This is an optimization exercise on Yosys and OpenROAD, whose aim is small area and a short achievable clock period, not a production implementation. No functional check of the RTL was part of any run shown here. Power and IR drop assume default switching activity.

## flow/design.v (module list and top-level ports; edited modules follow where they fit)
// module fa: 4 lines
// module han: 4 lines
// module ginv: 1 lines
// module gnand2: 1 lines
// module gnor2: 1 lines
// module gand2: 1 lines
// module gor2: 1 lines
// module gxor2: 1 lines
// module gxnor2: 1 lines
// module gaoi21: 1 lines
// module goai21: 1 lines
// module circuit: 2849 lines
module circuit (
  output [47:0] p,
  input  [17:0] a, b, d,
  input  [47:0] c,
  input  clk, rstn);
  // ...
==> flow/flow/run.sh <==
#!/bin/bash
# Standard layout, with the port buffers made of buf_2 cells instead of the default delay buffer.
set -euo pipefail
export BUFFER_PORTS_ARGS="-buffer_cell sky130_fd_sc_hd__buf_2"
bash standard.sh > standard.log 2>&1
==> flow/standard.sh <==
#!/bin/bash
# synth_recipe.tcl (not shown) runs the flow's synth.tcl, then flattens the netlist and writes it again
# the make line also repeats each setting of config.mk as NAME=value (left out here)
make -C /OpenROAD-flow-scripts/flow DESIGN_CONFIG=/design/flow/config.mk WORK_HOME=/design/flow/orfs CLKGATE_MAP_FILE= SYNTH_SCRIPT=/design/flow/synth_recipe.tcl "${@:-finish}"
==> flow/config.mk <==
export PLATFORM = sky130hd
export DESIGN_NAME = circuit
export DESIGN_NICKNAME = circuit
export VERILOG_FILES = /design/flow/design.v
export SDC_FILE = /design/flow/constraint.sdc
export NUM_CORES = 4
export LEC_CHECK = 0
export CAP_MARGIN = 20
export CORE_MARGIN = 2
export CORE_UTILIZATION = 65
export CTS_BUF_LIST = sky130_fd_sc_hd__clkbuf_8
export SETUP_SLACK_MARGIN = 4.6
export SLEW_MARGIN = 20
export SYNTH_HIERARCHICAL = 1
==> flow/constraint.sdc <==
create_clock -name core_clock -period 7.0 [get_ports {clk}]
set_input_delay 1.4000 -clock core_clock [delete_from_list [all_inputs] [get_ports {clk}]]
set_output_delay 1.4000 -clock core_clock [all_outputs]
set_load 0.01 [all_outputs]
==> summary.md, run 1 <==
| Metric | Value |
|---|---|
| Core region area | `32400 sq um` |
| Worst min path class | `reg -> reg` |
| Clock root buffer | `clkbuf_8` |
| Comb. pwr | `5.52 mW` |
| Fin util | `0.739` |
| Area after DPL | `22200 sq um` |
| Max Clk Rate | `0.410 GHz` |
| R2r endpoint | `t_r_20_5` |
| Cells after DPL | `2510` |
| Non-filler cells, final | `2634` |
| Largest reg by FF count | `p_r` |
| Outcome | `timing/DRC/antenna clean` |
| Most common cell after layout, fill and taps aside | `nand2_1` |
| Top_reg_cell synth | `dfxtp_1` |
| Synth top area cells | `dfxtp_1 (41%), fa_1 (29%), nand2_1 (8.1%), a21oi_2 (4.8%), o21ai_1 (2.4%)` |
| Fillers | `2323` |
| Max Cap Viol | `0` |
| Multi-input logic portion of the cell area | `0.491` |
| Cts-stage hold buffer count | `0` |
| Switching Power | `4.62 mW` |
| Worst hold slack | `about 320 ps` |
| Row Count | `66` |
| Highest metal used | `met4` |
| I/O Pins | `152` |
| Instance count on the critical path | `1` |
| Layout non-clock buf frac | `0.0416` |
| DRC errors left | `0` |
==> run 2, diff against run 1 <==
--- a/flow/design.v
+++ b/flow/design.v
@@ -1468,140 +1468,16 @@
   wire n1963;
   wire n1965;
   wire n1967;
   wire n1969;
   wire n1971;
   wire n1973;
   wire n1975;
   wire n1977;
-  wire n1979;
-  wire n1981;
-  wire n1983;
-  wire n1985;
-  wire n1987;
-  wire n1989;
-  wire n1991;
-  wire n1993;
-  wire n1995;
-  wire n1997;
-  wire n1999;
-  wire n2001;
-  wire n2003;
-  wire n2005;
-  wire n2007;
-  wire n2009;
-  wire n2011;
-  wire n2013;
-  wire n2015;
-  wire n2017;
-  wire n2019;
-  wire n2021;
-  wire n2023;
-  wire n2025;
-  wire n2027;
-  wire n2029;
-  wire n2031;
-  wire n2033;
-  wire n2035;
-  wire n2037;
-  wire n2039;
-  wire n2041;
-  wire n2043;
-  wire n2045;
-  wire n2047;
-  wire n2049;
-  wire n2051;
-  wire n2053;
-  wire n2055;
-  wire n2057;
-  wire n2059;
-  wire n2061;
-  wire n2063;
-  wire n2065;
-  wire n2067;
-  wire n2069;
-  wire n2071;
-  wire n2073;
-  wire n2075;
-  wire n2077;
-  wire n2079;
-  wire n2081;
-  wire n2083;
-  wire n2085;
-  wire n2087;
-  wire n2089;
-  wire n2091;
-  wire n2093;
-  wire n2095;
-  wire n2097;
-  wire n2099;
-  wire n2101;
-  wire n2103;
-  wire n2105;
-  wire n2107;
-  wire n2109;
-  wire n2111;
-  wire n2113;
-  wire n2115;
-  wire n2117;
-  wire n2119;
-  wire n2121;
-  wire n2123;
-  wire n2125;
-  wire n2127;
-  wire n2129;
-  wire n2131;
-  wire n2133;
-  wire n2135;
-  wire n2137;
-  wire n2139;
-  wire n2141;
-  wire n2143;
-  wire n2145;
-  wire n2147;
-  wire n2149;
-  wire n2151;
-  wire n2153;
-  wire n2155;
-  wire n2157;
-  wire n2159;
-  wire n2161;
-  wire n2163;
-  wire n2165;
-  wire n2167;
-  wire n2169;
-  wire n2171;
-  wire n2173;
-  wire n2175;
-  wire n2177;
-  wire n2179;
-  wire n2181;
-  wire n2183;
-  wire n2185;
-  wire n2187;
-  wire n2189;
-  wire n2191;
-  wire n2193;
-  wire n2195;
-  wire n2197;
-  wire n2199;
-  wire n2201;
-  wire n2203;
-  wire n2205;
-  wire n2207;
-  wire n2209;
-  wire n2211;
-  wire n2213;
-  wire n2215;
-  wire n2217;
-  wire n2219;
-  wire n2221;
-  wire n2223;
-  wire n2225;
   genvar gi, gj;
   generate for (gi = 0; gi < 18; gi = gi + 1) begin : g_pp
     for (gj = 0; gj < 19; gj = gj + 1) begin : g_ppj
       assign pn[gi*19+gj] = ~(s_r[gj] & a_r[gi]);
     end
   end endgenerate
   gnand2 u2 (.a(d[0]), .b(b[0]), .y(n1));
   gnand2 u4 (.a(d[1]), .b(b[1]), .y(n3));
@@ -2210,377 +2086,253 @@
   assign e1500 = u_r_30 & ~g_r_30;
   assign e1501 = u_r_31 & ~g_r_31;
   assign e1502 = u_r_32 & ~g_r_32;
   assign e1503 = u_r_33 & ~g_r_33;
   assign e1504 = u_r_34 & ~g_r_34;
   assign e1505 = u_r_35 & ~g_r_35;
   assign e1506 = u_r_36 & ~g_r_36;
   gaoi21 u1508 (.a(u_r_1), .b(u_r_0), .c(g_r_1), .y(n1507));
-  gaoi21 u1510 (.a(u_r_2), .b(g_r_1), .c(g_r_2), .y(n1509));
-  gnand2 u1512 (.a(u_r_2), .b(u_r_1), .y(n1511));
-  gaoi21 u1514 (.a(u_r_3), .b(g_r_2), .c(g_r_3), .y(n1513));
-  gnand2 u1516 (.a(u_r_3), .b(u_r_2), .y(n1515));
-  gaoi21 u1518 (.a(u_r_4), .b(g_r_3), .c(g_r_4), .y(n1517));
-  gnand2 u1520 (.a(u_r_4), .b(u_r_3), .y(n1519));
-  gaoi21 u1522 (.a(u_r_5), .b(g_r_4), .c(g_r_5), .y(n1521));
-  gnand2 u1524 (.a(u_r_5), .b(u_r_4), .y(n1523));
-  gaoi21 u1526 (.a(u_r_6), .b(g_r_5), .c(g_r_6), .y(n1525));
-  gnand2 u1528 (.a(u_r_6), .b(u_r_5), .y(n1527));
-  gaoi21 u1530 (.a(u_r_7), .b(g_r_6), .c(g_r_7), .y(n1529));
-  gnand2 u1532 (.a(u_r_7), .b(u_r_6), .y(n1531));
-  gaoi21 u1534 (.a(u_r_8), .b(g_r_7), .c(g_r_8), .y(n1533));
-  gnand2 u1536 (.a(u_r_8), .b(u_r_7), .y(n1535));
-  gaoi21 u1538 (.a(u_r_9), .b(g_r_8), .c(g_r_9), .y(n1537));
-  gnand2 u1540 (.a(u_r_9), .b(u_r_8), .y(n1539));
-  gaoi21 u1542 (.a(u_r_10), .b(g_r_9), .c(g_r_10), .y(n1541));
-  gnand2 u1544 (.a(u_r_10), .b(u_r_9), .y(n1543));
-  gaoi21 u1546 (.a(u_r_11), .b(g_r_10), .c(g_r_11), .y(n1545));
-  gnand2 u1548 (.a(u_r_11), .b(u_r_10), .y(n1547));
-  gaoi21 u1550 (.a(u_r_12), .b(g_r_11), .c(g_r_12), .y(n1549));
-  gnand2 u1552 (.a(u_r_12), .b(u_r_11), .y(n1551));
-  gaoi21 u1554 (.a(u_r_13), .b(g_r_12), .c(g_r_13), .y(n1553));
-  gnand2 u1556 (.a(u_r_13), .b(u_r_12), .y(n1555));
-  gaoi21 u1558 (.a(u_r_14), .b(g_r_13), .c(g_r_14), .y(n1557));
-  gnand2 u1560 (.a(u_r_14), .b(u_r_13), .y(n1559));
-  gaoi21 u1562 (.a(u_r_15), .b(g_r_14), .c(g_r_15), .y(n1561));
-  gnand2 u1564 (.a(u_r_15), .b(u_r_14), .y(n1563));
-  gaoi21 u1566 (.a(u_r_16), .b(g_r_15), .c(g_r_16), .y(n1565));
-  gnand2 u1568 (.a(u_r_16), .b(u_r_15), .y(n1567));
-  gaoi21 u1570 (.a(u_r_17), .b(g_r_16), .c(g_r_17), .y(n1569));
-  gnand2 u1572 (.a(u_r_17), .b(u_r_16), .y(n1571));
-  gaoi21 u1574 (.a(u_r_18), .b(g_r_17), .c(g_r_18), .y(n1573));
-  gnand2 u1576 (.a(u_r_18), .b(u_r_17), .y(n1575));
-  gaoi21 u1578 (.a(u_r_19), .b(g_r_18), .c(g_r_19), .y(n1577));
-  gnand2 u1580 (.a(u_r_19), .b(u_r_18), .y(n1579));
-  gaoi21 u1582 (.a(u_r_20), .b(g_r_19), .c(g_r_20), .y(n1581));
-  gnand2 u1584 (.a(u_r_20), .b(u_r_19), .y(n1583));
-  gaoi21 u1586 (.a(u_r_21), .b(g_r_20), .c(g_r_21), .y(n1585));
-  gnand2 u1588 (.a(u_r_21), .b(u_r_20), .y(n1587));
-  gaoi21 u1590 (.a(u_r_22), .b(g_r_21), .c(g_r_22), .y(n1589));
-  gnand2 u1592 (.a(u_r_22), .b(u_r_21), .y(n1591));
-  gaoi21 u1594 (.a(u_r_23), .b(g_r_22), .c(g_r_23), .y(n1593));
-  gnand2 u1596 (.a(u_r_23), .b(u_r_22), .y(n1595));
-  gaoi21 u1598 (.a(u_r_24), .b(g_r_23), .c(g_r_24), .y(n1597));
-  gnand2 u1600 (.a(u_r_24), .b(u_r_23), .y(n1599));
-  gaoi21 u1602 (.a(u_r_25), .b(g_r_24), .c(g_r_25), .y(n1601));
-  gnand2 u1604 (.a(u_r_25), .b(u_r_24), .y(n1603));
-  gaoi21 u1606 (.a(u_r_26), .b(g_r_25), .c(g_r_26), .y(n1605));
-  gnand2 u1608 (.a(u_r_26), .b(u_r_25), .y(n1607));
-  gaoi21 u1610 (.a(u_r_27), .b(g_r_26), .c(g_r_27), .y(n1609));
-  gnand2 u1612 (.a(u_r_27), .b(u_r_26), .y(n1611));
-  gaoi21 u1614 (.a(u_r_28), .b(g_r_27), .c(g_r_28), .y(n1613));
-  gnand2 u1616 (.a(u_r_28), .b(u_r_27), .y(n1615));
-  gaoi21 u1618 (.a(u_r_29), .b(g_r_28), .c(g_r_29), .y(n1617));
-  gnand2 u1620 (.a(u_r_29), .b(u_r_28), .y(n1619));
-  gaoi21 u1622 (.a(u_r_30), .b(g_r_29), .c(g_r_30), .y(n1621));
-  gnand2 u1624 (.a(u_r_30), .b(u_r_29), .y(n1623));
-  gaoi21 u1626 (.a(u_r_31), .b(g_r_30), .c(g_r_31), .y(n1625));
-  gnand2 u1628 (.a(u_r_31), .b(u_r_30), .y(n1627));
-  gaoi21 u1630 (.a(u_r_32), .b(g_r_31), .c(g_r_32), .y(n1629));
-  gnand2 u1632 (.a(u_r_32), .b(u_r_31), .y(n1631));
-  gaoi21 u1634 (.a(u_r_33), .b(g_r_32), .c(g_r_33), .y(n1633));
-  gnand2 u1636 (.a(u_r_33), .b(u_r_32), .y(n1635));
-  gaoi21 u1638 (.a(u_r_34), .b(g_r_33), .c(g_r_34), .y(n1637));
-  gnand2 u1640 (.a(u_r_34), .b(u_r_33), .y(n1639));
-  gaoi21 u1642 (.a(u_r_35), .b(g_r_34), .c(g_r_35), .y(n1641));
-  gnand2 u1644 (.a(u_r_35), .b(u_r_34), .y(n1643));
-  gaoi21 u1646 (.a(u_r_36), .b(g_r_35), .c(g_r_36), .y(n1645));
-  gnand2 u1648 (.a(u_r_36), .b(u_r_35), .y(n1647));
-  gaoi21 u1650 (.a(1'b1), .b(g_r_36), .c(1'b1), .y(n1649));
-  gnand2 u1652 (.a(1'b1), .b(u_r_36), .y(n1651));
-  ginv u1654 (.a(u_r_0), .y(n1653));
-  goai21 u1656 (.a(n1511), .b(n1653), .c(n1509), .y(n1655));
-  goai21 u1658 (.a(n1515), .b(n1507), .c(n1513), .y(n1657));
-  goai21 u1660 (.a(n1519), .b(n1509), .c(n1517), .y(n1659));
-  gnor2 u1662 (.a(n1519), .b(n1511), .y(n1661));
-  goai21 u1664 (.a(n1523), .b(n1513), .c(n1521), .y(n1663));
-  gnor2 u1666 (.a(n1523), .b(n1515), .y(n1665));
-  goai21 u1668 (.a(n1527), .b(n1517), .c(n1525), .y(n1667));
-  gnor2 u1670 (.a(n1527), .b(n1519), .y(n1669));
-  goai21 u1672 (.a(n1531), .b(n1521), .c(n1529), .y(n1671));
-  gnor2 u1674 (.a(n1531), .b(n1523), .y(n1673));
-  goai21 u1676 (.a(n1535), .b(n1525), .c(n1533), .y(n1675));
-  gnor2 u1678 (.a(n1535), .b(n1527), .y(n1677));
-  goai21 u1680 (.a(n1539), .b(n1529), .c(n1537), .y(n1679));
-  gnor2 u1682 (.a(n1539), .b(n1531), .y(n1681));
-  goai21 u1684 (.a(n1543), .b(n1533), .c(n1541), .y(n1683));
-  gnor2 u1686 (.a(n1543), .b(n1535), .y(n1685));
-  goai21 u1688 (.a(n1547), .b(n1537), .c(n1545), .y(n1687));
-  gnor2 u1690 (.a(n1547), .b(n1539), .y(n1689));
-  goai21 u1692 (.a(n1551), .b(n1541), .c(n1549), .y(n1691));
-  gnor2 u1694 (.a(n1551), .b(n1543), .y(n1693));
-  goai21 u1696 (.a(n1555), .b(n1545), .c(n1553), .y(n1695));
-  gnor2 u1698 (.a(n1555), .b(n1547), .y(n1697));
-  goai21 u1700 (.a(n1559), .b(n1549), .c(n1557), .y(n1699));
-  gnor2 u1702 (.a(n1559), .b(n1551), .y(n1701));
-  goai21 u1704 (.a(n1563), .b(n1553), .c(n1561), .y(n1703));
-  gnor2 u1706 (.a(n1563), .b(n1555), .y(n1705));
-  goai21 u1708 (.a(n1567), .b(n1557), .c(n1565), .y(n1707));
-  gnor2 u1710 (.a(n1567), .b(n1559), .y(n1709));
-  goai21 u1712 (.a(n1571), .b(n1561), .c(n1569), .y(n1711));
-  gnor2 u1714 (.a(n1571), .b(n1563), .y(n1713));
-  goai21 u1716 (.a(n1575), .b(n1565), .c(n1573), .y(n1715));
-  gnor2 u1718 (.a(n1575), .b(n1567), .y(n1717));
-  goai21 u1720 (.a(n1579), .b(n1569), .c(n1577), .y(n1719));
-  gnor2 u1722 (.a(n1579), .b(n1571), .y(n1721));
-  goai21 u1724 (.a(n1583), .b(n1573), .c(n1581), .y(n1723));
-  gnor2 u1726 (.a(n1583), .b(n1575), .y(n1725));
-  goai21 u1728 (.a(n1587), .b(n1577), .c(n1585), .y(n1727));
-  gnor2 u1730 (.a(n1587), .b(n1579), .y(n1729));
-  goai21 u1732 (.a(n1591), .b(n1581), .c(n1589), .y(n1731));
-  gnor2 u1734 (.a(n1591), .b(n1583), .y(n1733));
-  goai21 u1736 (.a(n1595), .b(n1585), .c(n1593), .y(n1735));
-  gnor2 u1738 (.a(n1595), .b(n1587), .y(n1737));
-  goai21 u1740 (.a(n1599), .b(n1589), .c(n1597), .y(n1739));
-  gnor2 u1742 (.a(n1599), .b(n1591), .y(n1741));
-  goai21 u1744 (.a(n1603), .b(n1593), .c(n1601), .y(n1743));
-  gnor2 u1746 (.a(n1603), .b(n1595), .y(n1745));
-  goai21 u1748 (.a(n1607), .b(n1597), .c(n1605), .y(n1747));
-  gnor2 u1750 (.a(n1607), .b(n1599), .y(n1749));
-  goai21 u1752 (.a(n1611), .b(n1601), .c(n1609), .y(n1751));
-  gnor2 u1754 (.a(n1611), .b(n1603), .y(n1753));
-  goai21 u1756 (.a(n1615), .b(n1605), .c(n1613), .y(n1755));
-  gnor2 u1758 (.a(n1615), .b(n1607), .y(n1757));
-  goai21 u1760 (.a(n1619), .b(n1609), .c(n1617), .y(n1759));
-  gnor2 u1762 (.a(n1619), .b(n1611), .y(n1761));
-  goai21 u1764 (.a(n1623), .b(n1613), .c(n1621), .y(n1763));
-  gnor2 u1766 (.a(n1623), .b(n1615), .y(n1765));
-  goai21 u1768 (.a(n1627), .b(n1617), .c(n1625), .y(n1767));
-  gnor2 u1770 (.a(n1627), .b(n1619), .y(n1769));
-  goai21 u1772 (.a(n1631), .b(n1621), .c(n1629), .y(n1771));
-  gnor2 u1774 (.a(n1631), .b(n1623), .y(n1773));
-  goai21 u1776 (.a(n1635), .b(n1625), .c(n1633), .y(n1775));
-  gnor2 u1778 (.a(n1635), .b(n1627), .y(n1777));
-  goai21 u1780 (.a(n1639), .b(n1629), .c(n1637), .y(n1779));
-  gnor2 u1782 (.a(n1639), .b(n1631), .y(n1781));
-  goai21 u1784 (.a(n1643), .b(n1633), .c(n1641), .y(n1783));
-  gnor2 u1786 (.a(n1643), .b(n1635), .y(n1785));
-  goai21 u1788 (.a(n1647), .b(n1637), .c(n1645), .y(n1787));
-  gnor2 u1790 (.a(n1647), .b(n1639), .y(n1789));
-  goai21 u1792 (.a(n1651), .b(n1641), .c(n1649), .y(n1791));
-  gnor2 u1794 (.a(n1651), .b(n1643), .y(n1793));
-  gaoi21 u1796 (.a(n1661), .b(u_r_0), .c(n1659), .y(n1795));
-  ginv u1798 (.a(n1507), .y(n1797));
-  gaoi21 u1800 (.a(n1665), .b(n1797), .c(n1663), .y(n1799));
-  gaoi21 u1802 (.a(n1669), .b(n1655), .c(n1667), .y(n1801));
-  gaoi21 u1804 (.a(n1673), .b(n1657), .c(n1671), .y(n1803));
-  gaoi21 u1806 (.a(n1677), .b(n1659), .c(n1675), .y(n1805));
-  gnand2 u1808 (.a(n1677), .b(n1661), .y(n1807));
-  gaoi21 u1810 (.a(n1681), .b(n1663), .c(n1679), .y(n1809));
-  gnand2 u1812 (.a(n1681), .b(n1665), .y(n1811));
-  gaoi21 u1814 (.a(n1685), .b(n1667), .c(n1683), .y(n1813));
-  gnand2 u1816 (.a(n1685), .b(n1669), .y(n1815));
-  gaoi21 u1818 (.a(n1689), .b(n1671), .c(n1687), .y(n1817));
-  gnand2 u1820 (.a(n1689), .b(n1673), .y(n1819));
-  gaoi21 u1822 (.a(n1693), .b(n1675), .c(n1691), .y(n1821));
-  gnand2 u1824 (.a(n1693), .b(n1677), .y(n1823));
-  gaoi21 u1826 (.a(n1697), .b(n1679), .c(n1695), .y(n1825));
-  gnand2 u1828 (.a(n1697), .b(n1681), .y(n1827));
-  gaoi21 u1830 (.a(n1701), .b(n1683), .c(n1699), .y(n1829));
-  gnand2 u1832 (.a(n1701), .b(n1685), .y(n1831));
-  gaoi21 u1834 (.a(n1705), .b(n1687), .c(n1703), .y(n1833));
-  gnand2 u1836 (.a(n1705), .b(n1689), .y(n1835));
-  gaoi21 u1838 (.a(n1709), .b(n1691), .c(n1707), .y(n1837));
-  gnand2 u1840 (.a(n1709), .b(n1693), .y(n1839));
-  gaoi21 u1842 (.a(n1713), .b(n1695), .c(n1711), .y(n1841));
-  gnand2 u1844 (.a(n1713), .b(n1697), .y(n1843));
-  gaoi21 u1846 (.a(n1717), .b(n1699), .c(n1715), .y(n1845));
-  gnand2 u1848 (.a(n1717), .b(n1701), .y(n1847));
-  gaoi21 u1850 (.a(n1721), .b(n1703), .c(n1719), .y(n1849));
-  gnand2 u1852 (.a(n1721), .b(n1705), .y(n1851));
-  gaoi21 u1854 (.a(n1725), .b(n1707), .c(n1723), .y(n1853));
-  gnand2 u1856 (.a(n1725), .b(n1709), .y(n1855));
-  gaoi21 u1858 (.a(n1729), .b(n1711), .c(n1727), .y(n1857));
-  gnand2 u1860 (.a(n1729), .b(n1713), .y(n1859));
-  gaoi21 u1862 (.a(n1733), .b(n1715), .c(n1731), .y(n1861));
-  gnand2 u1864 (.a(n1733), .b(n1717), .y(n1863));
-  gaoi21 u1866 (.a(n1737), .b(n1719), .c(n1735), .y(n1865));
-  gnand2 u1868 (.a(n1737), .b(n1721), .y(n1867));
-  gaoi21 u1870 (.a(n1741), .b(n1723), .c(n1739), .y(n1869));
-  gnand2 u1872 (.a(n1741), .b(n1725), .y(n1871));
-  gaoi21 u1874 (.a(n1745), .b(n1727), .c(n1743), .y(n1873));
-  gnand2 u1876 (.a(n1745), .b(n1729), .y(n1875));
-  gaoi21 u1878 (.a(n1749), .b(n1731), .c(n1747), .y(n1877));
-  gnand2 u1880 (.a(n1749), .b(n1733), .y(n1879));
-  gaoi21 u1882 (.a(n1753), .b(n1735), .c(n1751), .y(n1881));
-  gnand2 u1884 (.a(n1753), .b(n1737), .y(n1883));
-  gaoi21 u1886 (.a(n1757), .b(n1739), .c(n1755), .y(n1885));
-  gnand2 u1888 (.a(n1757), .b(n1741), .y(n1887));
-  gaoi21 u1890 (.a(n1761), .b(n1743), .c(n1759), .y(n1889));
-  gnand2 u1892 (.a(n1761), .b(n1745), .y(n1891));
-  gaoi21 u1894 (.a(n1765), .b(n1747), .c(n1763), .y(n1893));
-  gnand2 u1896 (.a(n1765), .b(n1749), .y(n1895));
-  gaoi21 u1898 (.a(n1769), .b(n1751), .c(n1767), .y(n1897));
-  gnand2 u1900 (.a(n1769), .b(n1753), .y(n1899));
-  gaoi21 u1902 (.a(n1773), .b(n1755), .c(n1771), .y(n1901));
-  gnand2 u1904 (.a(n1773), .b(n1757), .y(n1903));
-  gaoi21 u1906 (.a(n1777), .b(n1759), .c(n1775), .y(n1905));
-  gnand2 u1908 (.a(n1777), .b(n1761), .y(n1907));
-  gaoi21 u1910 (.a(n1781), .b(n1763), .c(n1779), .y(n1909));
-  gnand2 u1912 (.a(n1781), .b(n1765), .y(n1911));
-  gaoi21 u1914 (.a(n1785), .b(n1767), .c(n1783), .y(n1913));
-  gnand2 u1916 (.a(n1785), .b(n1769), .y(n1915));
-  gaoi21 u1918 (.a(n1789), .b(n1771), .c(n1787), .y(n1917));
-  gnand2 u1920 (.a(n1789), .b(n1773), .y(n1919));
-  gaoi21 u1922 (.a(n1793), .b(n1775), .c(n1791), .y(n1921));
-  gnand2 u1924 (.a(n1793), .b(n1777), .y(n1923));
-  goai21 u1926 (.a(n1807), .b(n1653), .c(n1805), .y(n1925));
-  goai21 u1928 (.a(n1811), .b(n1507), .c(n1809), .y(n1927));
-  ginv u1930 (.a(n1655), .y(n1929));
-  goai21 u1932 (.a(n1815), .b(n1929), .c(n1813), .y(n1931));
-  ginv u1934 (.a(n1657), .y(n1933));
-  goai21 u1936 (.a(n1819), .b(n1933), .c(n1817), .y(n1935));
-  goai21 u1938 (.a(n1823), .b(n1795), .c(n1821), .y(n1937));
-  goai21 u1940 (.a(n1827), .b(n1799), .c(n1825), .y(n1939));
-  goai21 u1942 (.a(n1831), .b(n1801), .c(n1829), .y(n1941));
-  goai21 u1944 (.a(n1835), .b(n1803), .c(n1833), .y(n1943));
-  goai21 u1946 (.a(n1839), .b(n1805), .c(n1837), .y(n1945));
-  gnor2 u1948 (.a(n1839), .b(n1807), .y(n1947));
-  goai21 u1950 (.a(n1843), .b(n1809), .c(n1841), .y(n1949));
-  gnor2 u1952 (.a(n1843), .b(n1811), .y(n1951));
-  goai21 u1954 (.a(n1847), .b(n1813), .c(n1845), .y(n1953));
-  gnor2 u1956 (.a(n1847), .b(n1815), .y(n1955));
-  goai21 u1958 (.a(n1851), .b(n1817), .c(n1849), .y(n1957));
-  gnor2 u1960 (.a(n1851), .b(n1819), .y(n1959));
-  goai21 u1962 (.a(n1855), .b(n1821), .c(n1853), .y(n1961));
-  gnor2 u1964 (.a(n1855), .b(n1823), .y(n1963));
-  goai21 u1966 (.a(n1859), .b(n1825), .c(n1857), .y(n1965));
-  gnor2 u1968 (.a(n1859), .b(n1827), .y(n1967));
-  goai21 u1970 (.a(n1863), .b(n1829), .c(n1861), .y(n1969));
-  gnor2 u1972 (.a(n1863), .b(n1831), .y(n1971));
-  goai21 u1974 (.a(n1867), .b(n1833), .c(n1865), .y(n1973));
-  gnor2 u1976 (.a(n1867), .b(n1835), .y(n1975));
-  goai21 u1978 (.a(n1871), .b(n1837), .c(n1869), .y(n1977));
-  gnor2 u1980 (.a(n1871), .b(n1839), .y(n1979));
-  goai21 u1982 (.a(n1875), .b(n1841), .c(n1873), .y(n1981));
-  gnor2 u1984 (.a(n1875), .b(n1843), .y(n1983));
-  goai21 u1986 (.a(n1879), .b(n1845), .c(n1877), .y(n1985));
-  gnor2 u1988 (.a(n1879), .b(n1847), .y(n1987));
-  goai21 u1990 (.a(n1883), .b(n1849), .c(n1881), .y(n1989));
-  gnor2 u1992 (.a(n1883), .b(n1851), .y(n1991));
-  goai21 u1994 (.a(n1887), .b(n1853), .c(n1885), .y(n1993));
-  gnor2 u1996 (.a(n1887), .b(n1855), .y(n1995));
-  goai21 u1998 (.a(n1891), .b(n1857), .c(n1889), .y(n1997));
-  gnor2 u2000 (.a(n1891), .b(n1859), .y(n1999));
-  goai21 u2002 (.a(n1895), .b(n1861), .c(n1893), .y(n2001));
-  gnor2 u2004 (.a(n1895), .b(n1863), .y(n2003));
-  goai21 u2006 (.a(n1899), .b(n1865), .c(n1897), .y(n2005));
-  gnor2 u2008 (.a(n1899), .b(n1867), .y(n2007));
-  goai21 u2010 (.a(n1903), .b(n1869), .c(n1901), .y(n2009));
-  gnor2 u2012 (.a(n1903), .b(n1871), .y(n2011));
-  goai21 u2014 (.a(n1907), .b(n1873), .c(n1905), .y(n2013));
-  gnor2 u2016 (.a(n1907), .b(n1875), .y(n2015));
-  goai21 u2018 (.a(n1911), .b(n1877), .c(n1909), .y(n2017));
-  gnor2 u2020 (.a(n1911), .b(n1879), .y(n2019));
-  goai21 u2022 (.a(n1915), .b(n1881), .c(n1913), .y(n2021));
-  gnor2 u2024 (.a(n1915), .b(n1883), .y(n2023));
-  goai21 u2026 (.a(n1919), .b(n1885), .c(n1917), .y(n2025));
-  gnor2 u2028 (.a(n1919), .b(n1887), .y(n2027));
-  goai21 u2030 (.a(n1923), .b(n1889), .c(n1921), .y(n2029));
-  gnor2 u2032 (.a(n1923), .b(n1891), .y(n2031));
-  gaoi21 u2034 (.a(n1947), .b(u_r_0), .c(n1945), .y(n2033));
-  gaoi21 u2036 (.a(n1951), .b(n1797), .c(n1949), .y(n2035));
-  gaoi21 u2038 (.a(n1955), .b(n1655), .c(n1953), .y(n2037));
-  gaoi21 u2040 (.a(n1959), .b(n1657), .c(n1957), .y(n2039));
-  ginv u2042 (.a(n1795), .y(n2041));
-  gaoi21 u2044 (.a(n1963), .b(n2041), .c(n1961), .y(n2043));
-  ginv u2046 (.a(n1799), .y(n2045));
-  gaoi21 u2048 (.a(n1967), .b(n2045), .c(n1965), .y(n2047));
-  ginv u2050 (.a(n1801), .y(n2049));
-  gaoi21 u2052 (.a(n1971), .b(n2049), .c(n1969), .y(n2051));
-  ginv u2054 (.a(n1803), .y(n2053));
-  gaoi21 u2056 (.a(n1975), .b(n2053), .c(n1973), .y(n2055));
-  gaoi21 u2058 (.a(n1979), .b(n1925), .c(n1977), .y(n2057));
-  gaoi21 u2060 (.a(n1983), .b(n1927), .c(n1981), .y(n2059));
-  gaoi21 u2062 (.a(n1987), .b(n1931), .c(n1985), .y(n2061));
-  gaoi21 u2064 (.a(n1991), .b(n1935), .c(n1989), .y(n2063));
-  gaoi21 u2066 (.a(n1995), .b(n1937), .c(n1993), .y(n2065));
-  gaoi21 u2068 (.a(n1999), .b(n1939), .c(n1997), .y(n2067));
-  gaoi21 u2070 (.a(n2003), .b(n1941), .c(n2001), .y(n2069));
-  gaoi21 u2072 (.a(n2007), .b(n1943), .c(n2005), .y(n2071));
-  gaoi21 u2074 (.a(n2011), .b(n1945), .c(n2009), .y(n2073));
-  gnand2 u2076 (.a(n2011), .b(n1947), .y(n2075));
-  gaoi21 u2078 (.a(n2015), .b(n1949), .c(n2013), .y(n2077));
-  gnand2 u2080 (.a(n2015), .b(n1951), .y(n2079));
-  gaoi21 u2082 (.a(n2019), .b(n1953), .c(n2017), .y(n2081));
-  gnand2 u2084 (.a(n2019), .b(n1955), .y(n2083));
-  gaoi21 u2086 (.a(n2023), .b(n1957), .c(n2021), .y(n2085));
-  gnand2 u2088 (.a(n2023), .b(n1959), .y(n2087));
-  gaoi21 u2090 (.a(n2027), .b(n1961), .c(n2025), .y(n2089));
-  gnand2 u2092 (.a(n2027), .b(n1963), .y(n2091));
-  gaoi21 u2094 (.a(n2031), .b(n1965), .c(n2029), .y(n2093));
-  gnand2 u2096 (.a(n2031), .b(n1967), .y(n2095));
-  goai21 u2098 (.a(n2075), .b(n1653), .c(n2073), .y(n2097));
-  goai21 u2100 (.a(n2079), .b(n1507), .c(n2077), .y(n2099));
-  goai21 u2102 (.a(n2083), .b(n1929), .c(n2081), .y(n2101));
-  goai21 u2104 (.a(n2087), .b(n1933), .c(n2085), .y(n2103));
-  goai21 u2106 (.a(n2091), .b(n1795), .c(n2089), .y(n2105));
-  goai21 u2108 (.a(n2095), .b(n1799), .c(n2093), .y(n2107));
-  gxnor2 u2110 (.a(e1471), .b(u_r_0), .y(n2109));
-  gxor2 u2112 (.a(e1472), .b(n1507), .y(n2111));
-  gxnor2 u2114 (.a(e1473), .b(n1655), .y(n2113));
-  gxnor2 u2116 (.a(e1474), .b(n1657), .y(n2115));
-  gxor2 u2118 (.a(e1475), .b(n1795), .y(n2117));
-  gxor2 u2120 (.a(e1476), .b(n1799), .y(n2119));
-  gxor2 u2122 (.a(e1477), .b(n1801), .y(n2121));
-  gxor2 u2124 (.a(e1478), .b(n1803), .y(n2123));
-  gxnor2 u2126 (.a(e1479), .b(n1925), .y(n2125));
-  gxnor2 u2128 (.a(e1480), .b(n1927), .y(n2127));
-  gxnor2 u2130 (.a(e1481), .b(n1931), .y(n2129));
-  gxnor2 u2132 (.a(e1482), .b(n1935), .y(n2131));
-  gxnor2 u2134 (.a(e1483), .b(n1937), .y(n2133));
-  gxnor2 u2136 (.a(e1484), .b(n1939), .y(n2135));
-  gxnor2 u2138 (.a(e1485), .b(n1941), .y(n2137));
-  gxnor2 u2140 (.a(e1486), .b(n1943), .y(n2139));
-  gxor2 u2142 (.a(e1487), .b(n2033), .y(n2141));
-  gxor2 u2144 (.a(e1488), .b(n2035), .y(n2143));
-  gxor2 u2146 (.a(e1489), .b(n2037), .y(n2145));
-  gxor2 u2148 (.a(e1490), .b(n2039), .y(n2147));
-  gxor2 u2150 (.a(e1491), .b(n2043), .y(n2149));
-  gxor2 u2152 (.a(e1492), .b(n2047), .y(n2151));
-  gxor2 u2154 (.a(e1493), .b(n2051), .y(n2153));
-  gxor2 u2156 (.a(e1494), .b(n2055), .y(n2155));
-  gxor2 u2158 (.a(e1495), .b(n2057), .y(n2157));
-  gxor2 u2160 (.a(e1496), .b(n2059), .y(n2159));
-  gxor2 u2162 (.a(e1497), .b(n2061), .y(n2161));
-  gxor2 u2164 (.a(e1498), .b(n2063), .y(n2163));
-  gxor2 u2166 (.a(e1499), .b(n2065), .y(n2165));
-  gxor2 u2168 (.a(e1500), .b(n2067), .y(n2167));
-  gxor2 u2170 (.a(e1501), .b(n2069), .y(n2169));
-  gxor2 u2172 (.a(e1502), .b(n2071), .y(n2171));
-  gxnor2 u2174 (.a(e1503), .b(n2097), .y(n2173));
-  gxnor2 u2176 (.a(e1504), .b(n2099), .y(n2175));
-  gxnor2 u2178 (.a(e1505), .b(n2101), .y(n2177));
-  gxnor2 u2180 (.a(e1506), .b(n2103), .y(n2179));
-  gxnor2 u2182 (.a(1'b0), .b(n2105), .y(n2181));
-  gnand2 u2184 (.a(ch_r2[1]), .b(ch_r2[0]), .y(n2183));
-  gnand2 u2186 (.a(ch_r2[3]), .b(ch_r2[2]), .y(n2185));
-  gnand2 u2188 (.a(ch_r2[5]), .b(ch_r2[4]), .y(n2187));
-  gnand2 u2190 (.a(ch_r2[7]), .b(ch_r2[6]), .y(n2189));
-  gnand2 u2192 (.a(ch_r2[9]), .b(ch_r2[8]), .y(n2191));
-  ginv u2194 (.a(n2183), .y(n2193));
-  gnand2 u2196 (.a(ch_r2[2]), .b(n2193), .y(n2195));
-  gnor2 u2198 (.a(n2185), .b(n2183), .y(n2197));
-  ginv u2200 (.a(n2187), .y(n2199));
-  gnand2 u2202 (.a(ch_r2[6]), .b(n2199), .y(n2201));
-  gnor2 u2204 (.a(n2189), .b(n2187), .y(n2203));
-  ginv u2206 (.a(n2191), .y(n2205));
-  gnand2 u2208 (.a(ch_r2[10]), .b(n2205), .y(n2207));
-  gnand2 u2210 (.a(ch_r2[4]), .b(n2197), .y(n2209));
-  gnand2 u2212 (.a(n2199), .b(n2197), .y(n2211));
-  ginv u2214 (.a(n2201), .y(n2213));
-  gnand2 u2216 (.a(n2213), .b(n2197), .y(n2215));
-  gnand2 u2218 (.a(n2203), .b(n2197), .y(n2217));
-  ginv u2220 (.a(n2217), .y(n2219));
-  gnand2 u2222 (.a(ch_r2[8]), .b(n2219), .y(n2221));
-  gnor2 u2224 (.a(n2191), .b(n2217), .y(n2223));
-  gnor2 u2226 (.a(n2207), .b(n2217), .y(n2225));
-  assign ch_inc = {(ch_r2[10] ^ n2223), (ch_r2[9] ^ ~n2221), (ch_r2[8] ^ ~n2217), (ch_r2[7] ^ ~n2215), (ch_r2[6] ^ ~n2211), (ch_r2[5] ^ ~n2209), (ch_r2[4] ^ n2197), (ch_r2[3] ^ ~n2195), (ch_r2[2] ^ ~n2183), (ch_r2[1] ^ ch_r2[0]), (~ch_r2[0])};
-  assign lo = {n2181, n2179, n2177, n2175, n2173, n2171, n2169, n2167, n2165, n2163, n2161, n2159, n2157, n2155, n2153, n2151, n2149, n2147, n2145, n2143, n2141, n2139, n2137, n2135, n2133, n2131, n2129, n2127, n2125, n2123, n2121, n2119, n2117, n2115, n2113, n2111, n2109, e1470};
+  gaoi21 u1510 (.a(u_r_3), .b(g_r_2), .c(g_r_3), .y(n1509));
+  gnand2 u1512 (.a(u_r_3), .b(u_r_2), .y(n1511));
+  gaoi21 u1514 (.a(u_r_5), .b(g_r_4), .c(g_r_5), .y(n1513));
+  gnand2 u1516 (.a(u_r_5), .b(u_r_4), .y(n1515));
+  gaoi21 u1518 (.a(u_r_7), .b(g_r_6), .c(g_r_7), .y(n1517));
+  gnand2 u1520 (.a(u_r_7), .b(u_r_6), .y(n1519));
+  gaoi21 u1522 (.a(u_r_9), .b(g_r_8), .c(g_r_9), .y(n1521));
+  gnand2 u1524 (.a(u_r_9), .b(u_r_8), .y(n1523));
+  gaoi21 u1526 (.a(u_r_11), .b(g_r_10), .c(g_r_11), .y(n1525));
+  gnand2 u1528 (.a(u_r_11), .b(u_r_10), .y(n1527));
+  gaoi21 u1530 (.a(u_r_13), .b(g_r_12), .c(g_r_13), .y(n1529));
+  gnand2 u1532 (.a(u_r_13), .b(u_r_12), .y(n1531));
+  gaoi21 u1534 (.a(u_r_15), .b(g_r_14), .c(g_r_15), .y(n1533));
+  gnand2 u1536 (.a(u_r_15), .b(u_r_14), .y(n1535));
+  gaoi21 u1538 (.a(u_r_17), .b(g_r_16), .c(g_r_17), .y(n1537));
+  gnand2 u1540 (.a(u_r_17), .b(u_r_16), .y(n1539));
+  gaoi21 u1542 (.a(u_r_19), .b(g_r_18), .c(g_r_19), .y(n1541));
+  gnand2 u1544 (.a(u_r_19), .b(u_r_18), .y(n1543));
+  gaoi21 u1546 (.a(u_r_21), .b(g_r_20), .c(g_r_21), .y(n1545));
+  gnand2 u1548 (.a(u_r_21), .b(u_r_20), .y(n1547));
+  gaoi21 u1550 (.a(u_r_23), .b(g_r_22), .c(g_r_23), .y(n1549));
+  gnand2 u1552 (.a(u_r_23), .b(u_r_22), .y(n1551));
+  gaoi21 u1554 (.a(u_r_25), .b(g_r_24), .c(g_r_25), .y(n1553));
+  gnand2 u1556 (.a(u_r_25), .b(u_r_24), .y(n1555));
+  gaoi21 u1558 (.a(u_r_27), .b(g_r_26), .c(g_r_27), .y(n1557));
+  gnand2 u1560 (.a(u_r_27), .b(u_r_26), .y(n1559));
+  gaoi21 u1562 (.a(u_r_29), .b(g_r_28), .c(g_r_29), .y(n1561));
+  gnand2 u1564 (.a(u_r_29), .b(u_r_28), .y(n1563));
+  gaoi21 u1566 (.a(u_r_31), .b(g_r_30), .c(g_r_31), .y(n1565));
+  gnand2 u1568 (.a(u_r_31), .b(u_r_30), .y(n1567));
+  gaoi21 u1570 (.a(u_r_33), .b(g_r_32), .c(g_r_33), .y(n1569));
+  gnand2 u1572 (.a(u_r_33), .b(u_r_32), .y(n1571));
+  gaoi21 u1574 (.a(u_r_35), .b(g_r_34), .c(g_r_35), .y(n1573));
+  gnand2 u1576 (.a(u_r_35), .b(u_r_34), .y(n1575));
+  gaoi21 u1578 (.a(1'b1), .b(g_r_36), .c(1'b1), .y(n1577));
+  gnand2 u1580 (.a(1'b1), .b(u_r_36), .y(n1579));
+  goai21 u1582 (.a(n1511), .b(n1507), .c(n1509), .y(n1581));
+  goai21 u1584 (.a(n1515), .b(n1509), .c(n1513), .y(n1583));
+  gnor2 u1586 (.a(n1515), .b(n1511), .y(n1585));
+  goai21 u1588 (.a(n1519), .b(n1513), .c(n1517), .y(n1587));
+  gnor2 u1590 (.a(n1519), .b(n1515), .y(n1589));
+  goai21 u1592 (.a(n1523), .b(n1517), .c(n1521), .y(n1591));
+  gnor2 u1594 (.a(n1523), .b(n1519), .y(n1593));
+  goai21 u1596 (.a(n1527), .b(n1521), .c(n1525), .y(n1595));
+  gnor2 u1598 (.a(n1527), .b(n1523), .y(n1597));
+  goai21 u1600 (.a(n1531), .b(n1525), .c(n1529), .y(n1599));
+  gnor2 u1602 (.a(n1531), .b(n1527), .y(n1601));
+  goai21 u1604 (.a(n1535), .b(n1529), .c(n1533), .y(n1603));
+  gnor2 u1606 (.a(n1535), .b(n1531), .y(n1605));
+  goai21 u1608 (.a(n1539), .b(n1533), .c(n1537), .y(n1607));
+  gnor2 u1610 (.a(n1539), .b(n1535), .y(n1609));
+  goai21 u1612 (.a(n1543), .b(n1537), .c(n1541), .y(n1611));
+  gnor2 u1614 (.a(n1543), .b(n1539), .y(n1613));
+  goai21 u1616 (.a(n1547), .b(n1541), .c(n1545), .y(n1615));
+  gnor2 u1618 (.a(n1547), .b(n1543), .y(n1617));
+  goai21 u1620 (.a(n1551), .b(n1545), .c(n1549), .y(n1619));
+  gnor2 u1622 (.a(n1551), .b(n1547), .y(n1621));
+  goai21 u1624 (.a(n1555), .b(n1549), .c(n1553), .y(n1623));
+  gnor2 u1626 (.a(n1555), .b(n1551), .y(n1625));
+  goai21 u1628 (.a(n1559), .b(n1553), .c(n1557), .y(n1627));
+  gnor2 u1630 (.a(n1559), .b(n1555), .y(n1629));
+  goai21 u1632 (.a(n1563), .b(n1557), .c(n1561), .y(n1631));
+  gnor2 u1634 (.a(n1563), .b(n1559), .y(n1633));
+  goai21 u1636 (.a(n1567), .b(n1561), .c(n1565), .y(n1635));
+  gnor2 u1638 (.a(n1567), .b(n1563), .y(n1637));
+  goai21 u1640 (.a(n1571), .b(n1565), .c(n1569), .y(n1639));
+  gnor2 u1642 (.a(n1571), .b(n1567), .y(n1641));
+  goai21 u1644 (.a(n1575), .b(n1569), .c(n1573), .y(n1643));
+  gnor2 u1646 (.a(n1575), .b(n1571), .y(n1645));
+  goai21 u1648 (.a(n1579), .b(n1573), .c(n1577), .y(n1647));
+  gnor2 u1650 (.a(n1579), .b(n1575), .y(n1649));
+  ginv u1652 (.a(n1507), .y(n1651));
+  gaoi21 u1654 (.a(n1585), .b(n1651), .c(n1583), .y(n1653));
+  gaoi21 u1656 (.a(n1589), .b(n1581), .c(n1587), .y(n1655));
+  gaoi21 u1658 (.a(n1593), .b(n1583), .c(n1591), .y(n1657));
+  gnand2 u1660 (.a(n1593), .b(n1585), .y(n1659));
+  gaoi21 u1662 (.a(n1597), .b(n1587), .c(n1595), .y(n1661));
+  gnand2 u1664 (.a(n1597), .b(n1589), .y(n1663));
+  gaoi21 u1666 (.a(n1601), .b(n1591), .c(n1599), .y(n1665));
+  gnand2 u1668 (.a(n1601), .b(n1593), .y(n1667));
+  gaoi21 u1670 (.a(n1605), .b(n1595), .c(n1603), .y(n1669));
+  gnand2 u1672 (.a(n1605), .b(n1597), .y(n1671));
+  gaoi21 u1674 (.a(n1609), .b(n1599), .c(n1607), .y(n1673));
+  gnand2 u1676 (.a(n1609), .b(n1601), .y(n1675));
+  gaoi21 u1678 (.a(n1613), .b(n1603), .c(n1611), .y(n1677));
+  gnand2 u1680 (.a(n1613), .b(n1605), .y(n1679));
+  gaoi21 u1682 (.a(n1617), .b(n1607), .c(n1615), .y(n1681));
+  gnand2 u1684 (.a(n1617), .b(n1609), .y(n1683));
+  gaoi21 u1686 (.a(n1621), .b(n1611), .c(n1619), .y(n1685));
+  gnand2 u1688 (.a(n1621), .b(n1613), .y(n1687));
+  gaoi21 u1690 (.a(n1625), .b(n1615), .c(n1623), .y(n1689));
+  gnand2 u1692 (.a(n1625), .b(n1617), .y(n1691));
+  gaoi21 u1694 (.a(n1629), .b(n1619), .c(n1627), .y(n1693));
+  gnand2 u1696 (.a(n1629), .b(n1621), .y(n1695));
+  gaoi21 u1698 (.a(n1633), .b(n1623), .c(n1631), .y(n1697));
+  gnand2 u1700 (.a(n1633), .b(n1625), .y(n1699));
+  gaoi21 u1702 (.a(n1637), .b(n1627), .c(n1635), .y(n1701));
+  gnand2 u1704 (.a(n1637), .b(n1629), .y(n1703));
+  gaoi21 u1706 (.a(n1641), .b(n1631), .c(n1639), .y(n1705));
+  gnand2 u1708 (.a(n1641), .b(n1633), .y(n1707));
+  gaoi21 u1710 (.a(n1645), .b(n1635), .c(n1643), .y(n1709));
+  gnand2 u1712 (.a(n1645), .b(n1637), .y(n1711));
+  gaoi21 u1714 (.a(n1649), .b(n1639), .c(n1647), .y(n1713));
+  gnand2 u1716 (.a(n1649), .b(n1641), .y(n1715));
+  goai21 u1718 (.a(n1659), .b(n1507), .c(n1657), .y(n1717));
+  ginv u1720 (.a(n1581), .y(n1719));
+  goai21 u1722 (.a(n1663), .b(n1719), .c(n1661), .y(n1721));
+  goai21 u1724 (.a(n1667), .b(n1653), .c(n1665), .y(n1723));
+  goai21 u1726 (.a(n1671), .b(n1655), .c(n1669), .y(n1725));
+  goai21 u1728 (.a(n1675), .b(n1657), .c(n1673), .y(n1727));
+  gnor2 u1730 (.a(n1675), .b(n1659), .y(n1729));
+  goai21 u1732 (.a(n1679), .b(n1661), .c(n1677), .y(n1731));
+  gnor2 u1734 (.a(n1679), .b(n1663), .y(n1733));
+  goai21 u1736 (.a(n1683), .b(n1665), .c(n1681), .y(n1735));
+  gnor2 u1738 (.a(n1683), .b(n1667), .y(n1737));
+  goai21 u1740 (.a(n1687), .b(n1669), .c(n1685), .y(n1739));
+  gnor2 u1742 (.a(n1687), .b(n1671), .y(n1741));
+  goai21 u1744 (.a(n1691), .b(n1673), .c(n1689), .y(n1743));
+  gnor2 u1746 (.a(n1691), .b(n1675), .y(n1745));
+  goai21 u1748 (.a(n1695), .b(n1677), .c(n1693), .y(n1747));
+  gnor2 u1750 (.a(n1695), .b(n1679), .y(n1749));
+  goai21 u1752 (.a(n1699), .b(n1681), .c(n1697), .y(n1751));
+  gnor2 u1754 (.a(n1699), .b(n1683), .y(n1753));
+  goai21 u1756 (.a(n1703), .b(n1685), .c(n1701), .y(n1755));
+  gnor2 u1758 (.a(n1703), .b(n1687), .y(n1757));
+  goai21 u1760 (.a(n1707), .b(n1689), .c(n1705), .y(n1759));
+  gnor2 u1762 (.a(n1707), .b(n1691), .y(n1761));
+  goai21 u1764 (.a(n1711), .b(n1693), .c(n1709), .y(n1763));
+  gnor2 u1766 (.a(n1711), .b(n1695), .y(n1765));
+  goai21 u1768 (.a(n1715), .b(n1697), .c(n1713), .y(n1767));
+  gnor2 u1770 (.a(n1715), .b(n1699), .y(n1769));
+  gaoi21 u1772 (.a(n1729), .b(n1651), .c(n1727), .y(n1771));
+  gaoi21 u1774 (.a(n1733), .b(n1581), .c(n1731), .y(n1773));
+  ginv u1776 (.a(n1653), .y(n1775));
+  gaoi21 u1778 (.a(n1737), .b(n1775), .c(n1735), .y(n1777));
+  ginv u1780 (.a(n1655), .y(n1779));
+  gaoi21 u1782 (.a(n1741), .b(n1779), .c(n1739), .y(n1781));
+  gaoi21 u1784 (.a(n1745), .b(n1717), .c(n1743), .y(n1783));
+  gaoi21 u1786 (.a(n1749), .b(n1721), .c(n1747), .y(n1785));
+  gaoi21 u1788 (.a(n1753), .b(n1723), .c(n1751), .y(n1787));
+  gaoi21 u1790 (.a(n1757), .b(n1725), .c(n1755), .y(n1789));
+  gaoi21 u1792 (.a(n1761), .b(n1727), .c(n1759), .y(n1791));
+  gnand2 u1794 (.a(n1761), .b(n1729), .y(n1793));
+  gaoi21 u1796 (.a(n1765), .b(n1731), .c(n1763), .y(n1795));
+  gnand2 u1798 (.a(n1765), .b(n1733), .y(n1797));
+  gaoi21 u1800 (.a(n1769), .b(n1735), .c(n1767), .y(n1799));
+  gnand2 u1802 (.a(n1769), .b(n1737), .y(n1801));
+  goai21 u1804 (.a(n1793), .b(n1507), .c(n1791), .y(n1803));
+  goai21 u1806 (.a(n1797), .b(n1719), .c(n1795), .y(n1805));
+  goai21 u1808 (.a(n1801), .b(n1653), .c(n1799), .y(n1807));
+  gaoi21 u1810 (.a(u_r_2), .b(n1651), .c(g_r_2), .y(n1809));
+  gaoi21 u1812 (.a(u_r_4), .b(n1581), .c(g_r_4), .y(n1811));
+  gaoi21 u1814 (.a(u_r_6), .b(n1775), .c(g_r_6), .y(n1813));
+  gaoi21 u1816 (.a(u_r_8), .b(n1779), .c(g_r_8), .y(n1815));
+  gaoi21 u1818 (.a(u_r_10), .b(n1717), .c(g_r_10), .y(n1817));
+  gaoi21 u1820 (.a(u_r_12), .b(n1721), .c(g_r_12), .y(n1819));
+  gaoi21 u1822 (.a(u_r_14), .b(n1723), .c(g_r_14), .y(n1821));
+  gaoi21 u1824 (.a(u_r_16), .b(n1725), .c(g_r_16), .y(n1823));
+  ginv u1826 (.a(n1771), .y(n1825));
+  gaoi21 u1828 (.a(u_r_18), .b(n1825), .c(g_r_18), .y(n1827));
+  ginv u1830 (.a(n1773), .y(n1829));
+  gaoi21 u1832 (.a(u_r_20), .b(n1829), .c(g_r_20), .y(n1831));
+  ginv u1834 (.a(n1777), .y(n1833));
+  gaoi21 u1836 (.a(u_r_22), .b(n1833), .c(g_r_22), .y(n1835));
+  ginv u1838 (.a(n1781), .y(n1837));
+  gaoi21 u1840 (.a(u_r_24), .b(n1837), .c(g_r_24), .y(n1839));
+  ginv u1842 (.a(n1783), .y(n1841));
+  gaoi21 u1844 (.a(u_r_26), .b(n1841), .c(g_r_26), .y(n1843));
+  ginv u1846 (.a(n1785), .y(n1845));
+  gaoi21 u1848 (.a(u_r_28), .b(n1845), .c(g_r_28), .y(n1847));
+  ginv u1850 (.a(n1787), .y(n1849));
+  gaoi21 u1852 (.a(u_r_30), .b(n1849), .c(g_r_30), .y(n1851));
+  ginv u1854 (.a(n1789), .y(n1853));
+  gaoi21 u1856 (.a(u_r_32), .b(n1853), .c(g_r_32), .y(n1855));
+  gaoi21 u1858 (.a(u_r_34), .b(n1803), .c(g_r_34), .y(n1857));
+  gaoi21 u1860 (.a(u_r_36), .b(n1805), .c(g_r_36), .y(n1859));
+  gxnor2 u1862 (.a(e1471), .b(u_r_0), .y(n1861));
+  gxor2 u1864 (.a(e1472), .b(n1507), .y(n1863));
+  gxor2 u1866 (.a(e1473), .b(n1809), .y(n1865));
+  gxnor2 u1868 (.a(e1474), .b(n1581), .y(n1867));
+  gxor2 u1870 (.a(e1475), .b(n1811), .y(n1869));
+  gxor2 u1872 (.a(e1476), .b(n1653), .y(n1871));
+  gxor2 u1874 (.a(e1477), .b(n1813), .y(n1873));
+  gxor2 u1876 (.a(e1478), .b(n1655), .y(n1875));
+  gxor2 u1878 (.a(e1479), .b(n1815), .y(n1877));
+  gxnor2 u1880 (.a(e1480), .b(n1717), .y(n1879));
+  gxor2 u1882 (.a(e1481), .b(n1817), .y(n1881));
+  gxnor2 u1884 (.a(e1482), .b(n1721), .y(n1883));
+  gxor2 u1886 (.a(e1483), .b(n1819), .y(n1885));
+  gxnor2 u1888 (.a(e1484), .b(n1723), .y(n1887));
+  gxor2 u1890 (.a(e1485), .b(n1821), .y(n1889));
+  gxnor2 u1892 (.a(e1486), .b(n1725), .y(n1891));
+  gxor2 u1894 (.a(e1487), .b(n1823), .y(n1893));
+  gxor2 u1896 (.a(e1488), .b(n1771), .y(n1895));
+  gxor2 u1898 (.a(e1489), .b(n1827), .y(n1897));
+  gxor2 u1900 (.a(e1490), .b(n1773), .y(n1899));
+  gxor2 u1902 (.a(e1491), .b(n1831), .y(n1901));
+  gxor2 u1904 (.a(e1492), .b(n1777), .y(n1903));
+  gxor2 u1906 (.a(e1493), .b(n1835), .y(n1905));
+  gxor2 u1908 (.a(e1494), .b(n1781), .y(n1907));
+  gxor2 u1910 (.a(e1495), .b(n1839), .y(n1909));
+  gxor2 u1912 (.a(e1496), .b(n1783), .y(n1911));
+  gxor2 u1914 (.a(e1497), .b(n1843), .y(n1913));
+  gxor2 u1916 (.a(e1498), .b(n1785), .y(n1915));
+  gxor2 u1918 (.a(e1499), .b(n1847), .y(n1917));
+  gxor2 u1920 (.a(e1500), .b(n1787), .y(n1919));
+  gxor2 u1922 (.a(e1501), .b(n1851), .y(n1921));
+  gxor2 u1924 (.a(e1502), .b(n1789), .y(n1923));
+  gxor2 u1926 (.a(e1503), .b(n1855), .y(n1925));
+  gxnor2 u1928 (.a(e1504), .b(n1803), .y(n1927));
+  gxor2 u1930 (.a(e1505), .b(n1857), .y(n1929));
+  gxnor2 u1932 (.a(e1506), .b(n1805), .y(n1931));
+  gxor2 u1934 (.a(1'b0), .b(n1859), .y(n1933));
+  gnand2 u1936 (.a(ch_r2[1]), .b(ch_r2[0]), .y(n1935));
+  gnand2 u1938 (.a(ch_r2[3]), .b(ch_r2[2]), .y(n1937));
+  gnand2 u1940 (.a(ch_r2[5]), .b(ch_r2[4]), .y(n1939));
+  gnand2 u1942 (.a(ch_r2[7]), .b(ch_r2[6]), .y(n1941));
+  gnand2 u1944 (.a(ch_r2[9]), .b(ch_r2[8]), .y(n1943));
+  ginv u1946 (.a(n1935), .y(n1945));
+  gnand2 u1948 (.a(ch_r2[2]), .b(n1945), .y(n1947));
+  gnor2 u1950 (.a(n1937), .b(n1935), .y(n1949));
+  ginv u1952 (.a(n1939), .y(n1951));
+  gnand2 u1954 (.a(ch_r2[6]), .b(n1951), .y(n1953));
+  gnor2 u1956 (.a(n1941), .b(n1939), .y(n1955));
+  ginv u1958 (.a(n1943), .y(n1957));
+  gnand2 u1960 (.a(ch_r2[10]), .b(n1957), .y(n1959));
+  gnand2 u1962 (.a(ch_r2[4]), .b(n1949), .y(n1961));
+  gnand2 u1964 (.a(n1951), .b(n1949), .y(n1963));
+  ginv u1966 (.a(n1953), .y(n1965));
+  gnand2 u1968 (.a(n1965), .b(n1949), .y(n1967));
+  gnand2 u1970 (.a(n1955), .b(n1949), .y(n1969));
+  ginv u1972 (.a(n1969), .y(n1971));
+  gnand2 u1974 (.a(ch_r2[8]), .b(n1971), .y(n1973));
+  gnor2 u1976 (.a(n1943), .b(n1969), .y(n1975));
+  gnor2 u1978 (.a(n1959), .b(n1969), .y(n1977));
+  assign ch_inc = {(ch_r2[10] ^ n1975), (ch_r2[9] ^ ~n1973), (ch_r2[8] ^ ~n1969), (ch_r2[7] ^ ~n1967), (ch_r2[6] ^ ~n1963), (ch_r2[5] ^ ~n1961), (ch_r2[4] ^ n1949), (ch_r2[3] ^ ~n1947), (ch_r2[2] ^ ~n1935), (ch_r2[1] ^ ch_r2[0]), (~ch_r2[0])};
+  assign lo = {n1933, n1931, n1929, n1927, n1925, n1923, n1921, n1919, n1917, n1915, n1913, n1911, n1909, n1907, n1905, n1903, n1901, n1899, n1897, n1895, n1893, n1891, n1889, n1887, n1885, n1883, n1881, n1879, n1877, n1875, n1873, n1871, n1869, n1867, n1865, n1863, n1861, e1470};
   assign p_nx = {lo[37] ? ch_inc : ch_r2, lo[36:0]};
   always @(posedge clk) begin
     s_r <= s_in;
     a_r <= a;
     cn_r <= ~c[36:0];
     ch_r <= c[47:37];
     v0 <= rstn;
     v1 <= v0 & rstn;
==> flow/config.mk (replaced) <==
export PLATFORM = sky130hd
export DESIGN_NAME = circuit
export DESIGN_NICKNAME = circuit
export VERILOG_FILES = /design/flow/design.v
export SDC_FILE = /design/flow/constraint.sdc
export NUM_CORES = 4
export LEC_CHECK = 0
export CAP_MARGIN = 20
export CORE_MARGIN = 2
export CORE_UTILIZATION = 65
export CTS_CLUSTER_DIAMETER = 80
export CTS_CLUSTER_SIZE = 25
export SETUP_SLACK_MARGIN = 4.6
export SLEW_MARGIN = 20
export SYNTH_HIERARCHICAL = 1
==> run 2 against run 1 <==
Power decreased by 9.1%. Critical endpoint is now p[18]. Critical path depth unchanged. Die area decreased by 3.0%. Global-route usage decreased by 2.2 points. Clock skew decreased by 15 ps. Still clean. Sequential power decreased by 2%. Sequential share of layout area increased by 1.7 points. Critical path type unchanged.
==> summary.md, run 2 <==
| Metric | Value |
|---|---|
| Avg Inst Size Synth | `11.0 sq um (was 10.7 sq um)` |
| Post-Syn Area | `20600 sq um (was 21200 sq um)` |
| Mapped Cells | `1868 (was 1992)` |
| Top Registers | `p_r (48), cn_r (37), s_r (19) (unchanged)` |
| Worst slew pin tran | `609 ps (was 557 ps)` |
| Hold Crit Depth | `0 (unchanged)` |
| Pwr Density | `457 nW/um^2 (was 481 nW/um^2)` |
| Worst Path Max Fanout | `1 (unchanged)` |
| CP delay by family, top | `flip-flops (unchanged)` |
| R2R depth | `4 (unchanged)` |
| CP Buf/Inv Count | `1 (unchanged)` |
| # H-tree levels | `1 (was 3)` |
| Synth cell types | `23 (unchanged)` |
| Clock root buffer | `clkbuf_16 (was clkbuf_8)` |
| Synthesized flop and latch total | `430 (unchanged)` |
| Post-synth top area share | `0.418 (was 0.405)` |
| I/O Buffers | `151 (unchanged)` |
| Longest Clk Path Bufs | `3 (unchanged)` |
| Initial Utilization | `0.656 (about the same)` |
| Syn_nets | `2295 (was 2419)` |
| Final min period | `2400 ps (was 2440 ps)` |
| CP Capture Type | `output pin (unchanged)` |
| Top cells by count, synth | `dfxtp_1 (430), nand2_1 (424), fa_1 (305) (was nand2_1 (460), dfxtp_1 (430), fa_1 (305))` |
| Wire per inst | `18.9 microns (was 19.1 microns)` |
| GPL Wtd Cong | `0.908 (was 0.952)` |
| # nets final | `2416 (was 2570)` |
| Max Clk Rate | `0.417 GHz (was 0.410 GHz)` |
| Slowest-stage cell, CP | `dfxtp_2 (unchanged)` |
| Critical-path cell list | `buf_6 (unchanged)` |
| Share of cells above drive strength 1 | `0.185 (was 0.202)` |
| Vias in the first global route | `13700 (was 15500)` |
| Max Cap Viol | `0 (unchanged)` |
| Final max-slew violation count | `0 (unchanged)` |
| Worst hold slack | `329 ps (was 322 ps)` |
| Die Y | `182 microns (was 185 microns)` |
| ANT nets after route | `0 (unchanged)` |
| Static leakage | `9.56 nW (was 10.1 nW)` |
| Non-filler cells, final | `2402 (was 2634)` |
| Post-place setup slack | `4160 ps (was 4100 ps)` |
| Slowest stage delay, CP | `330 ps (about the same)` |
| Sink Count | `430 (unchanged)` |
| Worst setup SP type | `flip-flop (unchanged)` |
| Hold Vio Cnt, Final | `0 (unchanged)` |
| Die W | `182 microns (was 185 microns)` |
| Worst min path class | `reg -> reg (unchanged)` |
| Setup TNS | `0 ps (unchanged)` |
| Register area share after synthesis | `0.418 (was 0.405)` |
| Top_reg_cell synth | `dfxtp_1 (unchanged)` |
| Via-to-Cell Ratio | `5.35 (was 5.38)` |
| Most common cell after layout, fill and taps aside | `nand2_1 (unchanged)` |
| Cells after DPL | `2348 (was 2510)` |
| Post-DP HPWL | `33.0 mm (was 37.2 mm)` |
| I/O Pins | `152 (unchanged)` |
| Routed Wire Length | `45.5 mm (was 50.2 mm)` |
| Final WS setup | `4600 ps (was 4560 ps)` |
| CTS buffer count | `24 (was 69)` |
| Clock Skew | `22.8 ps (was 38.0 ps)` |
| Final setup vio count | `0 (unchanged)` |
| Grt ovf | `0 (unchanged)` |
| CP Data Arrival Time | `1000 ps (was 1040 ps)` |
| Ys Warns | `7 (unchanged)` |
| TritonCTS clock tree | `built (unchanged)` |
| Area Growth Syn to Fin | `11.0% (was 12.6%)` |
| Reg clk slew, reported paths | `90 ps (was 60 ps)` |
| Top cell type by total area after synthesis | `dfxtp_1 (unchanged)` |
| Unrepaired setup endpoints after global routing | `true (unchanged)` |
| Count leader, synth | `dfxtp_1 (was nand2_1)` |
| Outcome | `timing/DRC/antenna clean (unchanged)` |
| DRC errors left | `0 (unchanged)` |
| Number of synthesized flops with an enable pin | `0 (unchanged)` |
| Final worst-path cycle share | `0.342 (was 0.348)` |
| Maximum number of pins on one net before global-route repair | `41 (unchanged)` |
| Gr usage total | `0.286 (was 0.309)` |
| Drt first-iter violations | `880 (was 1009)` |
| Instance count on the critical path | `1 (unchanged)` |
| Synth top area cells | `dfxtp_1 (42%), fa_1 (30%), nand2_1 (7.7%), a21oi_2 (3.7%), xor2_1 (2.4%) (was dfxtp_1 (41%), fa_1 (29%), nand2_1 (8.1%), a21oi_2 (4.8%), o21ai_1 (2.4%))` |
| First-pass GRT wire length | `72.5 mm (was 79.3 mm)` |
| Initial antenna violation count | `1 (was 0)` |
| Clock Latency Late Sink | `570 ps (was 630 ps)` |
| VDD IR max | `0.280 mV (was 0.263 mV)` |
| Fin util | `0.728 (was 0.739)` |
| Normalized max-slew margin | `0.594 (was 0.629)` |
| Async S/R FF share, synth | `0 (unchanged)` |
| Vias | `12900 (was 14200)` |
| First-pass detailed-route iteration total | `7 (was 6)` |
| Critical path class | `reg -> out (unchanged)` |
| Row Count | `65 (was 66)` |
| Core region area | `31400 sq um (was 32400 sq um)` |
| Critical Path RT | `5600 ps (about the same)` |
| Largest reg by FF count | `p_r (unchanged)` |
| Most frequent cells in the layout | `nand2_1 (424), dfxtp_1 (378), fa_1 (305) (was nand2_1 (460), dfxtp_1 (380), fa_1 (305))` |
| Max reg flops | `48 (unchanged)` |
| Die footprint | `33100 sq um (was 34100 sq um)` |
-- run 2: Yosys stat by module (local to each module, per instance), excerpt --
module | times used | cells inside | flops+latches
circuit | 1 | 1002 | 430
han | 18 | 5 | 0
fa | 305 | 1 | 0
gaoi21 | 88 | 1 | 0
gxor2 | 53 | 1 | 0
gor2 | 37 | 1 | 0
goai21 | 66 | 1 | 0
gnor2 | 72 | 1 | 0
-- run 2: where the power goes --
part	internal [mW]	switching, mW
registers	3.18	0.573
clock network	0.759	0.843
logic	2.41	2.68
total	6.35	4.09
-- run 2: repair_timing --
item	in CTS	in global routing
resized for setup	61	67
hold buffers	0	0
cloned	0	1
buffers inserted	1	15
pin swaps	1	6
endpoints found under the setup margin	100	83
-- run 2: routing by layer --
layer	track usage	vias up	wire (microns)	share of wire
li1	-	5896	-	-
met1	0.385	6269	18200	0.40
met2	0.471	609	21400	0.47
met3	0.0700	86	4930	0.11
met4	0.0781	0	1050	0.023
met5	0	-	0	0
-- run 2: path summary, 6_finish.rpt --
path | end | from | slack, ps
setup / recovery | p[18] | p_r[18] | 4600
hold / removal | ch_r1[1] | ch_r[1] | 330
setup reg to reg | t_r_16_5 | s_r[11] | 4670
hold reg to reg | ch_r1[1] | ch_r[1] | 330
-- run 2: layout make-up --
| class | count | area (sq um) |
|---|---|---|
| Antenna cell | 1 | 2.50 |
| Clock buffer | 26 | 639 |
| Clock inverter | 10 | 168 |
| Fill cell | 2247 | 8540 |
| Inverter | 129 | 484 |
| Multi-Input combinational cell | 1226 | 11200 |
| Sequential cell | 430 | 8740 |
| Tap cell | 402 | 503 |
| Timing Repair Buffer | 178 | 1160 |
-- run 2: logic make-up (layout without fill, tap and decap cells) --
logic type               Yosys count  count (layout)  share of synthesized area
other                              1               2                   0.000182
adder cells (fa/ha/maj)          323             323                      0.308
XOR/XNOR                          83              84                     0.0353
flip-flops                       430             430                      0.418
buffers and inverters            213             343                     0.0447
AO/OA/AOI/OAI                    154             154                     0.0535
AND/OR/NAND/NOR                  664             664                      0.141
-- run 2: through the flow --
stage / total power [mW] / cell area (sq um)
final: 10.4 / 22900
after global routing: 11.4 / 22900
after global placement: 8.52 / 21500
after detailed placement: 8.75 / 21500
after floorplan: 7.15 / 20600
after CTS: 10.4 / 22500

## re-timing with driven ports
The results above use ideal ports. As a check the final layouts listed here were re-extracted and re-timed, cells and wires unchanged.
Step 1: set_driving_cell puts a clkbuf_16 on clk and a buf_2 on each other input, an assumption about the parent block.
Step 2 times the ports against the registers' clock, not the clock port: input delays grow and output delays shrink by t, the midpoint of the rising clock arrivals with the driver on.
a / b / c = ideal / step 1 / step 2; a / b = the first two.
run	t (ns)	setup WS [ns]	hold slack, ns	worst setup path at the end
run 1	0.656	4.562 / 4.515 / 4.204	0.322 / 0.322 / 0.322	input to register
run 2	0.603	4.603 / 4.553 / 4.215	0.329 / 0.329 / 0.329	input to register
After both steps setup and hold are still met in every run listed. For run 2, which loses most, drivers alone change the setup slack by -0.050 ns; drivers and shift together by -0.388 ns.
